Background: an optimization exercise with open tools, aiming at small area. Do not read the settings as production practice.
Only simulation tests tie the RTL to the original design; equivalence was not proved.
The clock port is modelled as an ideal driver, which makes a skipped or thinned clock tree look cheaper than it is; a real chip needs a root buffer or a tree.
Power figures rest on the tool's default switching activity, not on a simulated workload.

Setup of v28:
Design uart_top, start of the top module:
module uart_top (reset, clk, baud_select, Tx_EN, Tx_WR, Tx_DATA, TxD, Tx_BUSY,
                 Rx_EN, RxD, Rx_DATA, Rx_FERROR, Rx_PERROR, Rx_VALID);
Size: about 30 I/O pins.
export LEC_CHECK = 0
export CAP_MARGIN = 20
export CORE_MARGIN = 2
export CORE_UTILIZATION = 40
export SLEW_MARGIN = 20
export BUFFER_PORTS_ARGS = -buffer_cell sky130_fd_sc_hd__buf_1
create_clock -name core_clock -period 20.0 [get_ports {clk}]
standard.sh (not shown) runs the stock make flow with config.mk's settings and CLKGATE_MAP_FILE= SYNTH_SCRIPT=/design/flow/synth_recipe.tcl, a recipe that flattens the netlist after the stock synthesis.
==> flow/flow/run.sh <==
#!/bin/bash
# Layout flow: the standard flow with smaller port buffers and clock buffers.
set -e
cp standard.sh standard_sh.txt
cp config.mk config_orig.txt
cat >> config.mk <<'EOC'
export BUFFER_PORTS_ARGS = -buffer_cell sky130_fd_sc_hd__buf_1
EOC
bash standard.sh finish > standard.log 2>&1
v28 | status: complete | timing, DRC, antenna: pass
Relative to v28, the following input files were edited for v14:
# v28
export LEC_CHECK = 0
export CAP_MARGIN = 20
export CORE_MARGIN = 2
export CORE_UTILIZATION = 40
export SLEW_MARGIN = 20
export BUFFER_PORTS_ARGS = -buffer_cell sky130_fd_sc_hd__buf_1
create_clock -name core_clock -period 20.0 [get_ports {clk}]
# v14
export LEC_CHECK = 0
export CAP_MARGIN = 20
export CORE_MARGIN = 2
export CORE_UTILIZATION = 40
export SLEW_MARGIN = 20
create_clock -name core_clock -period 20.0 [get_ports {clk}]
==> flow/run.sh (new file) <==
#!/bin/bash
# synth_recipe.tcl (not shown) runs the flow's synth.tcl, then flattens the netlist and writes it again
# the make line also repeats each setting of config.mk as NAME=value (left out here)
make -C /OpenROAD-flow-scripts/flow DESIGN_CONFIG=/design/flow/config.mk WORK_HOME=/design/flow/orfs CLKGATE_MAP_FILE= SYNTH_SCRIPT=/design/flow/synth_recipe.tcl finish
removed: flow/flow/run.sh
removed: flow/standard.sh
### Flow results
v14 went all the way through the flow, and no timing, DRC or antenna check failed. Delta (v14 minus v28): final area higher, total number of cells along the worst setup path was more or less identical. v14: total net switching power about 1.5% above v28. Final worst slack was lower in the run labelled v14. Summary: with v28 as the reference, maximum frequency in v14 moved down by a little under 10%. [v14 vs v28] count of clock-buffer cells in the layout: lower in v14. v28 → v14: fraction of the cycle the final worst path needs rose 2.1 points; combinational group share of total power rose 1.1 points.
Here is what was changed in the inputs of v10 compared with v14.
# v14
export LEC_CHECK = 0
export CAP_MARGIN = 20
export CORE_MARGIN = 2
export CORE_UTILIZATION = 40
export SLEW_MARGIN = 20
create_clock -name core_clock -period 20.0 [get_ports {clk}]
# v10
export LEC_CHECK = 0
export CAP_MARGIN = 20
export CORE_MARGIN = 2
export CORE_UTILIZATION = 40
export SLEW_MARGIN = 20
export BUFFER_PORTS_ARGS = -buffer_cell sky130_fd_sc_hd__buf_1
export CTS_ARGS = -sink_clustering_enable -repair_clock_nets -dont_use_dummy_load -buf_list "sky130_fd_sc_hd__clkbuf_2 sky130_fd_sc_hd__clkbuf_4 sky130_fd_sc_hd__clkbuf_8" -root_buf sky130_fd_sc_hd__clkbuf_8
create_clock -name core_clock -period 20.0 [get_ports {clk}]
==> flow/flow/run.sh (new file) <==
#!/bin/bash
# Layout flow: the standard flow (standard.sh) with three changes:
#  - port buffers are sky130_fd_sc_hd__buf_1 instead of the default choice,
#  - after synthesis every cell is swapped to the smallest drive strength of
#    the same function (the later repair steps size up where timing needs it),
#  - clock tree built from small clock buffers, without dummy loads.
# Each tool's output goes to a log file in this folder.
set -euo pipefail
cp config.mk config_my.mk
cat >> config.mk <<'EOC'
export BUFFER_PORTS_ARGS = -buffer_cell sky130_fd_sc_hd__buf_1
export CTS_ARGS = -sink_clustering_enable -repair_clock_nets -dont_use_dummy_load -buf_list "sky130_fd_sc_hd__clkbuf_2 sky130_fd_sc_hd__clkbuf_4 sky130_fd_sc_hd__clkbuf_8" -root_buf sky130_fd_sc_hd__clkbuf_8
EOC
bash standard.sh synth > synth.log 2>&1
R=orfs/results/sky130hd/uart_top/base
openroad -no_init -exit -threads 4 flow/downsize.tcl > downsize.log 2>&1
bash standard.sh finish > finish.log 2>&1
==> flow/flow/downsize.tcl (new file) <==
# Swap every cell of the synthesized netlist to the smallest-area cell with the
# same function and pins (e.g. sky130_fd_sc_hd__mux2_4 -> sky130_fd_sc_hd__mux2_1).
set plat $::env(FLOW_HOME)/platforms/sky130hd
read_liberty $plat/lib/sky130_fd_sc_hd__tt_025C_1v80.lib
set res orfs/results/sky130hd/uart_top/base
read_db $res/1_synth.odb
set block [ord::get_db_block]
set db [ord::get_db]
# smallest master per base name
array set best {}
foreach lib [$db getLibs] {
  foreach m [$lib getMasters] {
    set n [$m getName]
    if {[regexp {^(sky130_fd_sc_hd__[a-z0-9]+)_([0-9]+)$} $n -> base sz]} {
      set a [expr {[$m getWidth] * [$m getHeight]}]
      if {![info exists best($base)] || $a < [lindex $best($base) 1] ||
          ($a == [lindex $best($base) 1] && $sz > [lindex $best($base) 2])} {
        set best($base) [list $n $a $sz]
      }
    }
  }
}
set n 0
foreach inst [$block getInsts] {
  set m [[$inst getMaster] getName]
  if {[regexp {^(sky130_fd_sc_hd__[a-z0-9]+)_([0-9]+)$} $m -> base sz]} {
    set b [lindex $best($base) 0]
    if {$b ne $m} {
      puts "swap [$inst getName] $m -> $b"
      replace_cell [$inst getName] $b
      incr n
    }
  }
}
puts "swapped $n cells"
write_db $res/1_synth.odb
==> flow/standard.sh (new file) <==
#!/bin/bash
# synth_recipe.tcl (not shown) runs the flow's synth.tcl, then flattens the netlist and writes it again
# the make line also repeats each setting of config.mk as NAME=value (left out here)
make -C /OpenROAD-flow-scripts/flow DESIGN_CONFIG=/design/flow/config.mk WORK_HOME=/design/flow/orfs CLKGATE_MAP_FILE= SYNTH_SCRIPT=/design/flow/synth_recipe.tcl "${@:-finish}"
removed: flow/run.sh
### Flow results
- On first-pass GRT wire length: v10 sits above v14.
- v10 vs. v14: smallest setup slack after layout went up, final period demand of the worst path went down.
- Core utilization was lower in v10 than in v14.
- In v10, the sequential share of power came out 1.9 points above the value in v14.
- v14 vs v10, critical path's slowest cell: sky130_fd_sc_hd__clkdlybuf4s50_1 vs sky130_fd_sc_hd__a41oi_1
- Compared with v14, v10 shows a lower layout-stage area growth over the synthesis result.
- More vias were needed by v14 than by v10.
- Summary of the comparison: portion of total power attributed to the clock network is lower in v10, relative to v14.
- Final area, v10 vs v14: down by a little under 10%

---

## zinc
The RTL this note starts from:
==> flow/design.v <==
module baud_controller (reset, clk, baud_select, sample_ENABLE);
input reset, clk;
input [2:0] baud_select;
output sample_ENABLE;
reg  [13:0] bq;            
wire [13:0] bx = bq ^ INV_MASK;
wire [13:0] term_val;      
localparam [13:0] INV_MASK  = 14'b10101010101010;
localparam [13:0] START     = 14'b11111111111111;    
localparam [13:0] RESTART   = 14'b11111111111110;    
localparam [13:0] TERM_MASK = 14'b11101011111111;
assign term_val[13] = (~baud_select[2] & ~baud_select[1]) | (baud_select[1] & baud_select[0]);
assign term_val[12] = (~baud_select[2] & baud_select[0]) | (baud_select[2] & baud_select[1] & ~baud_select[0]);
assign term_val[11] = (~baud_select[2] & baud_select[1] & baud_select[0]) | (baud_select[2] & ~baud_select[1]);
assign term_val[10] = (~baud_select[2] & ~baud_select[1] & baud_select[0]);
assign term_val[9] = (~baud_select[2] & baud_select[0]) | (~baud_select[1] & ~baud_select[0]);
assign term_val[8] = (~baud_select[2] & ~baud_select[1]) | (~baud_select[2] & ~baud_select[0]);
assign term_val[7] = (~baud_select[2] & baud_select[0]);
assign term_val[6] = (~baud_select[1] & ~baud_select[0]);
assign term_val[5] = (~baud_select[2] & baud_select[1] & ~baud_select[0]) | (baud_select[2] & ~baud_select[1] & ~baud_select[0]);
assign term_val[4] = (~baud_select[2] & baud_select[1] & baud_select[0]) | (~baud_select[1] & ~baud_select[0]);
assign term_val[3] = (~baud_select[2] & ~baud_select[1]) | (~baud_select[2] & ~baud_select[0]) | (~baud_select[1] & ~baud_select[0]);
assign term_val[2] = (baud_select[2] & ~baud_select[1] & baud_select[0]);
assign term_val[1] = (~baud_select[1] & baud_select[0]) | (baud_select[1] & ~baud_select[0]);
assign term_val[0] = (~baud_select[2] & baud_select[0]) | (baud_select[1]);
assign sample_ENABLE = ((bx ^ term_val) & TERM_MASK) == 14'd0;
always @(posedge clk)
  if (reset)              bq <= START ^ INV_MASK;
  else if (sample_ENABLE) bq <= RESTART ^ INV_MASK;
  else                    bq <= {bx[12:0], bx[13] ^ bx[12]} ^ INV_MASK;
endmodule
module uart_top (reset, clk, baud_select, Tx_EN, Tx_WR, Tx_DATA, TxD, Tx_BUSY,
                 Rx_EN, RxD, Rx_DATA, Rx_FERROR, Rx_PERROR, Rx_VALID);
input reset, clk;
input [2:0] baud_select;
input Tx_EN;
input Tx_WR;
input [7:0] Tx_DATA;
output TxD;
output Tx_BUSY;
input Rx_EN;
input RxD;
output [7:0] Rx_DATA;
output Rx_FERROR;
output Rx_PERROR;
output Rx_VALID;
wire tick;
baud_controller u_tick (.reset(reset), .clk(clk), .baud_select(baud_select), .sample_ENABLE(tick));
localparam [3:0] T_PAR = 4'd8, T_STOP = 4'd9, T_OFF = 4'd13, T_IDLE = 4'd14, T_START = 4'd15;
reg [3:0] ts;           
reg [3:0] tc;           
reg       t_adv;        
reg       TxD, Tx_BUSY;
always @(posedge clk) begin
  tc    <= Tx_BUSY ? tc + {3'b000, tick} : 4'd0;
  t_adv <= Tx_BUSY & tick & (tc == 4'd15);
end
wire t_off  = (ts == T_OFF);
wire t_idle = (ts == T_IDLE);
wire t_ld   = (ts == T_STOP) & t_adv;
wire t_inc  = (t_off & Tx_EN) | (t_idle & Tx_WR) | (!t_off & !t_idle & t_adv);
always @(posedge clk)
  if (reset || t_ld) ts <= (reset || !Tx_EN) ? T_OFF : T_IDLE;
  else               ts <= ts + {3'b000, t_inc};
always @(posedge clk) begin
  Tx_BUSY <= !(reset | t_off | t_idle);
  if (reset)               TxD <= 1'b1;
  else if (!ts[3])         TxD <= Tx_DATA[ts[2:0]];
  else if (ts == T_START)  TxD <= 1'b0;
  else if (ts == T_PAR)    TxD <= ^Tx_DATA;
  else                     TxD <= 1'b1;
end
localparam [3:0] R_PAR = 4'd0, R_FRM = 4'd1, R_DONE = 4'd2, R_OFF = 4'd4,
                 R_WAIT = 4'd5, R_SF = 4'd6, R_START = 4'd7;
reg [3:0] rs;           
reg [3:0] rc;           
reg       r_adv;        
reg       rf;           
reg [7:0] DATA;
reg       Rx_FERROR, Rx_PERROR, Rx_VALID;
wire r_off   = (rs == R_OFF);
wire r_wait  = (rs == R_WAIT);
wire r_sf    = (rs == R_SF);
wire r_start = (rs == R_START);
wire r_par   = (rs == R_PAR);
wire r_frm   = (rs == R_FRM);
wire r_done  = (rs == R_DONE);
wire r_data  = rs[3];
wire r_frame = r_data | r_start | r_par | r_frm;      
wire s4      = tick && rc[1:0] == 2'b00 && rc[3:2] != 2'b00;    
wire s8      = tick && rc == 4'd8;
wire s14     = tick && rc[3:1] == 3'b111;                       
wire p_fail  = !Rx_FERROR && RxD == rf;                         
assign Rx_DATA = DATA;
always @(posedge clk) begin
  rc    <= r_frame ? rc + {3'b000, tick} : 4'd0;
  r_adv <= tick & (rc == 4'd15);
  if (r_data && s8) DATA <= {RxD, DATA[7:1]};
  if (!r_frame || (r_par && r_adv))  rf <= 1'b1;
  else if ((r_start || r_frm) && s4) rf <= rf & (RxD == r_frm);
  else if (r_data && s8)             rf <= rf ^ RxD;
end
wire r_ld  = r_done | (r_adv & ((r_par & p_fail) | (r_frm & Rx_FERROR)));
wire r_inc = (r_off & Rx_EN) | (r_wait & !RxD) | r_sf | (r_frame & r_adv);
always @(posedge clk)
  if (reset || r_ld) rs <= (reset || (r_done && !Rx_EN)) ? R_OFF : R_WAIT;
  else               rs <= rs + {3'b000, r_inc};
always @(posedge clk or posedge reset)
  if (reset) begin
    Rx_FERROR <= 1'b0;
    Rx_PERROR <= 1'b0;
    Rx_VALID  <= 1'b0;
  end else begin
    Rx_VALID  <= r_done;
    Rx_FERROR <= r_frame & (Rx_FERROR | ((r_start | r_frm) & s14 & ~rf));
    Rx_PERROR <= r_par & !Rx_FERROR & (s8 ? (RxD == rf) : Rx_PERROR);
  end
endmodule
==> flow/config.mk <==
export PLATFORM = sky130hd
export DESIGN_NAME = uart_top
export DESIGN_NICKNAME = uart_top
export VERILOG_FILES = /design/flow/design.v
export SDC_FILE = /design/flow/constraint.sdc
export NUM_CORES = 4
export LEC_CHECK = 0
export CAP_MARGIN = 20
export CORE_MARGIN = 2
export CORE_UTILIZATION = 40
export SLEW_MARGIN = 20
export BUFFER_PORTS_ARGS = -buffer_cell sky130_fd_sc_hd__buf_1
export CTS_ARGS = -sink_clustering_enable -repair_clock_nets -dont_use_dummy_load -buf_list {sky130_fd_sc_hd__clkbuf_8} -root_buf sky130_fd_sc_hd__clkbuf_8
==> flow/constraint.sdc <==
create_clock -name core_clock -period 20.0 [get_ports {clk}]
set_input_delay 4.0000 -clock core_clock [delete_from_list [all_inputs] [get_ports {clk}]]
set_output_delay 4.0000 -clock core_clock [all_outputs]
set_load 0.01 [all_outputs]
==> flow/flow/run.sh <==
#!/bin/bash
# Layout flow: the standard flow (standard.sh) with these changes:
#  - after the standard synthesis, the combinational logic is re-mapped for
#    area by yosys/ABC (flow/resynth.sh); every flip-flop instance of the
#    standard synthesis is kept as it is (same name, same cell);
#  - every cell is then swapped to the smallest cell of the same function
#    (flow/downsize.tcl); the later repair steps size up where timing needs;
#  - port buffers are sky130_fd_sc_hd__buf_1;
#  - the clock tree is built from clkbuf_8 without dummy loads; when its root
#    buffer only drives four clock buffers, the root is removed and the clock
#    port drives those four buffers (flow/cts_trim.tcl).
# Each tool's output goes to a log file in this folder.
set -euo pipefail
cp config.mk config_my.mk
cat >> config.mk <<'EOC'
export BUFFER_PORTS_ARGS = -buffer_cell sky130_fd_sc_hd__buf_1
export CTS_ARGS = -sink_clustering_enable -repair_clock_nets -dont_use_dummy_load -buf_list {sky130_fd_sc_hd__clkbuf_8} -root_buf sky130_fd_sc_hd__clkbuf_8
EOC
R=orfs/results/sky130hd/uart_top/base
bash standard.sh synth > synth_standard.log 2>&1
cp $R/1_2_yosys.v synth_standard.v
mkdir -p resynth
bash flow/resynth.sh synth_standard.v synth_resynth.v resynth > resynth.log 2>&1
cp synth_resynth.v $R/1_2_yosys.v
rm -f $R/1_synth.odb $R/1_synth.sdc
bash standard.sh synth > synth_odb.log 2>&1
openroad -no_init -exit flow/downsize.tcl > downsize.log 2>&1
bash standard.sh cts > cts.log 2>&1
ODB=$R/4_cts.odb openroad -no_init -exit flow/cts_trim.tcl > cts_trim.log 2>&1
bash standard.sh finish > finish.log 2>&1
==> flow/flow/resynth.sh <==
#!/bin/bash
# resynth.sh IN.v OUT.v WORKDIR : re-map the combinational logic of a synthesized
# netlist for area with yosys/ABC; every flip-flop instance is kept as it is.
# The combinational logic is optimized by ABC's deepsyn from several seeds,
# each result is mapped with several area mappers, and the smallest mapping
# is put back into the netlist by yosys.
set -euo pipefail
mkdir -p "$3"; IN=$(realpath -m "$1"); OUT=$(realpath -m "$2"); W=$(realpath -m "$3")
HERE=$(cd "$(dirname "$0")" && pwd)
FLOW_HOME=${FLOW_HOME:-/OpenROAD-flow-scripts/flow}
YOSYS=$FLOW_HOME/../tools/install/yosys/bin/yosys
ABC=$FLOW_HOME/../tools/install/yosys/bin/yosys-abc
LIB=$FLOW_HOME/platforms/sky130hd/lib/sky130_fd_sc_hd__tt_025C_1v80.lib
T=${RESYNTH_T:-120}
JOBS=${RESYNTH_JOBS:-4}
SEEDS=${RESYNTH_SEEDS:-0 1 2 3 4 5 6 7 8 9 10 11 12 13 14 15 16 17 18 19 20 21 22 23}
DUL=$(python3 - "$FLOW_HOME" <<'PY'
import re,sys
s=open(sys.argv[1]+'/platforms/sky130hd/config.mk').read()
m=re.search(r'DONT_USE_CELLS \+= \\\n(.*?)\n#',s,re.S)
print(' '.join(re.findall(r'sky130\w+',m.group(1))))
PY
)
DU=$(for c in $DUL; do printf -- '-dont_use %s ' $c; done)
DX=$(for c in $DUL; do printf -- '-X %s ' $c; done)
python3 $HERE/cellmodels.py $LIB $W/cellmodels.v $(grep -o "sky130_fd_sc_hd__[a-z0-9_]*" $IN | sort -u)
ys() {  # $1 = abc script file, $2 = output netlist, $3 = log
  cat > $W/resynth.ys <<EOY
read_liberty -lib $LIB
read_verilog -overwrite $W/cellmodels.v
read_verilog $IN
hierarchy -check -top uart_top
flatten
simplemap
opt_clean -purge
abc -script $1 -liberty $LIB $DU -D 20000
read_liberty -lib -ignore_redef $LIB
hierarchy -check -top uart_top
opt_clean -purge
hilomap -singleton -hicell sky130_fd_sc_hd__conb_1 HI -locell sky130_fd_sc_hd__conb_1 LO
insbuf -buf sky130_fd_sc_hd__buf_4 A X
splitnets
opt_clean -purge
stat -liberty $LIB
check -assert -mapped
write_verilog -noattr -nohex -nodec $2
EOY
  $YOSYS -s $W/resynth.ys > $3 2>&1
}
# 1. the combinational logic as ABC sees it
printf 'strash\nwrite_blif %s\nmap\n' $W/logic.blif > $W/dump.abc
ys $W/dump.abc $W/dump.v $W/dump.log
# 2. deepsyn from several seeds, several mappers each
MAPPERS=("&get -n; &dch; &nf -a -R 1000; &put"
         "&get -n; &nf -a -R 1000; &put"
         "dch -f; amap"
         "amap"
         "dch -f; map -a"
         "&get -n; &dch -f; &nf -a -R 1000 -F 20 -A 20; &put"
         "&get -n; &synch2; &nf -a -R 1000; &put"
         "&get -n; &dch -f; &nf -a -R 2000 -F 30 -A 30; &put"
         "&get -n; &dch; &nf -a -R 1000 -F 20 -A 20; &put")
one_seed() {
  local s=$1
  $ABC -c "read_blif $W/logic.blif; strash; &get -n; &st; &deepsyn -S $s -T $T; &put; write_aiger -s $W/d$s.aig" > $W/d$s.log 2>&1 || return 0
  local k=0
  for m in "${MAPPERS[@]}"; do
    $ABC -c "read_lib -w $DX $LIB; read_aiger $W/d$s.aig; $m; write_blif $W/m${s}_$k.blif; print_stats" > $W/m${s}_$k.log 2>&1 || true
    a=$(grep -oE "area =[ 0-9.]+" $W/m${s}_$k.log | tail -1 | tr -dc '0-9.')
    [ -n "$a" ] && echo "$a m${s}_$k $m" >> $W/areas_$s.txt
    k=$((k+1))
  done
}
N=0
for s in $SEEDS; do
  one_seed $s &
  N=$((N+1)); if (( N % JOBS == 0 )); then wait; fi
done
wait
cat $W/areas_*.txt | sort -n > $W/areas.txt
head -5 $W/areas.txt
BEST=$(head -1 $W/areas.txt | awk '{print $2}')
echo "best: $BEST"
# 3. put the best mapping back (yosys extracts the same logic, so names match)
sed 's/^\.model .*/.model netlist/' $W/$BEST.blif > $W/best.blif
# the chosen mapping must be equivalent to the logic it replaces
$ABC -c "read_lib -w $DX $LIB; cec $W/logic.blif $W/best.blif" > $W/cec.log 2>&1
grep -q "Networks are equivalent" $W/cec.log || { echo "cec failed"; cat $W/cec.log; exit 1; }
printf 'read_blif %s\n' $W/best.blif > $W/final.abc
ys $W/final.abc $OUT $W/final.log
grep -o "Chip area for module .*: [0-9.]*" $W/final.log | tail -1
Other scripts of this flow, unchanged in this note and not shown: flow/flow/cellmodels.py, flow/flow/cts_trim.tcl, flow/flow/downsize.tcl
zinc: all stages complete, timing, DRC and antenna checks passed
Relative to zinc, the following input files were edited for onyx:
-- flow/flow/resynth.sh --
<<< zinc, line 13
LIB=$FLOW_HOME/platforms/sky130hd/lib/sky130_fd_sc_hd__tt_025C_1v80.lib
T=${RESYNTH_T:-120}
JOBS=${RESYNTH_JOBS:-4}
SEEDS=${RESYNTH_SEEDS:-0 1 2 3 4 5 6 7 8 9 10 11 12 13 14 15 16 17 18 19 20 21 22 23}
DUL=$(python3 - "$FLOW_HOME" <<'PY'
>>> onyx, line 13
LIB=$FLOW_HOME/platforms/sky130hd/lib/sky130_fd_sc_hd__tt_025C_1v80.lib
T=${RESYNTH_T:-40}
JOBS=${RESYNTH_JOBS:-4}
SEEDS=${RESYNTH_SEEDS:-0 1 2 3 4 5 6 7 8 9 10 11 12 13 14 15}
DUL=$(python3 - "$FLOW_HOME" <<'PY'
<<< zinc, line 59
         "&get -n; &dch -f; &nf -a -R 1000 -F 20 -A 20; &put"
         "&get -n; &synch2; &nf -a -R 1000; &put"
         "&get -n; &dch -f; &nf -a -R 2000 -F 30 -A 30; &put"
         "&get -n; &dch; &nf -a -R 1000 -F 20 -A 20; &put")
one_seed() {
>>> onyx, line 59
         "&get -n; &dch -f; &nf -a -R 1000 -F 20 -A 20; &put"
         "&get -n; &synch2; &nf -a -R 1000; &put")
one_seed() {
### Flow results
onyx against zinc: final critical-path required period higher; final hold slack roughly the same.
First-iteration DRC count delta for onyx relative to zinc: about 18% higher
Delta (onyx minus zinc): synthesized instance count climbed about 3.4%; layout overhead on the synthesized area barely changed; number of sequential cells barely changed; met3 layer wire length in the routed design dropped 0.71%; final worst-path cycle share climbed 0.58 points.
On onyx: total design power is about 10% lower than what zinc gave.
When the final numbers for onyx and zinc were put side by side, the sequential cell area share turned out to be greater in zinc.
Re number of buffers outside the clock class in the layout: no difference whatsoever between onyx and zinc.

==> re-timing with driven ports <==
How much do the figures lean on ideal ports? The routed layouts below were timed once more, with nothing changed but the port constraints.
Step 1 assumes that a clkbuf_16 drives the clock port and a buf_2 every other input.
Step 2 adds t to the input delays and takes it off the output delays; t is the mean of the earliest and latest rising clock arrival at the registers after step 1. Input paths then give back, and output paths get back, about the clock's delay inside the block.
a / b / c = no drivers / after step 1 / after step 2; a / b = the first two.
run	t (ns)	setup slack, ns	hold WS [ns]	worst setup path after step 2	worst data-port slew with drivers (ns)
v28	0.318	15.022 / 14.993 / 14.726	0.445 / 0.445 / 0.445	input to register	0.03
v14	0.316	14.611 / 14.584 / 14.352	0.451 / 0.451 / 0.451	input to register	0.03
v10	0.316	14.712 / 14.713 / 14.398	0.434 / 0.434 / 0.434	input to register	0.03
zinc	0.191	13.480 / 13.507 / 13.316	0.382 / 0.382 / 0.382	input to register	0.03
onyx	0.188	13.364 / 13.395 / 13.207	0.382 / 0.382 / 0.382	input to register	0.03
After both steps setup and hold are still met in every run listed. The setup slack of v10, which loses most, moves by +0.001 ns with the drivers and by -0.314 ns with both steps.
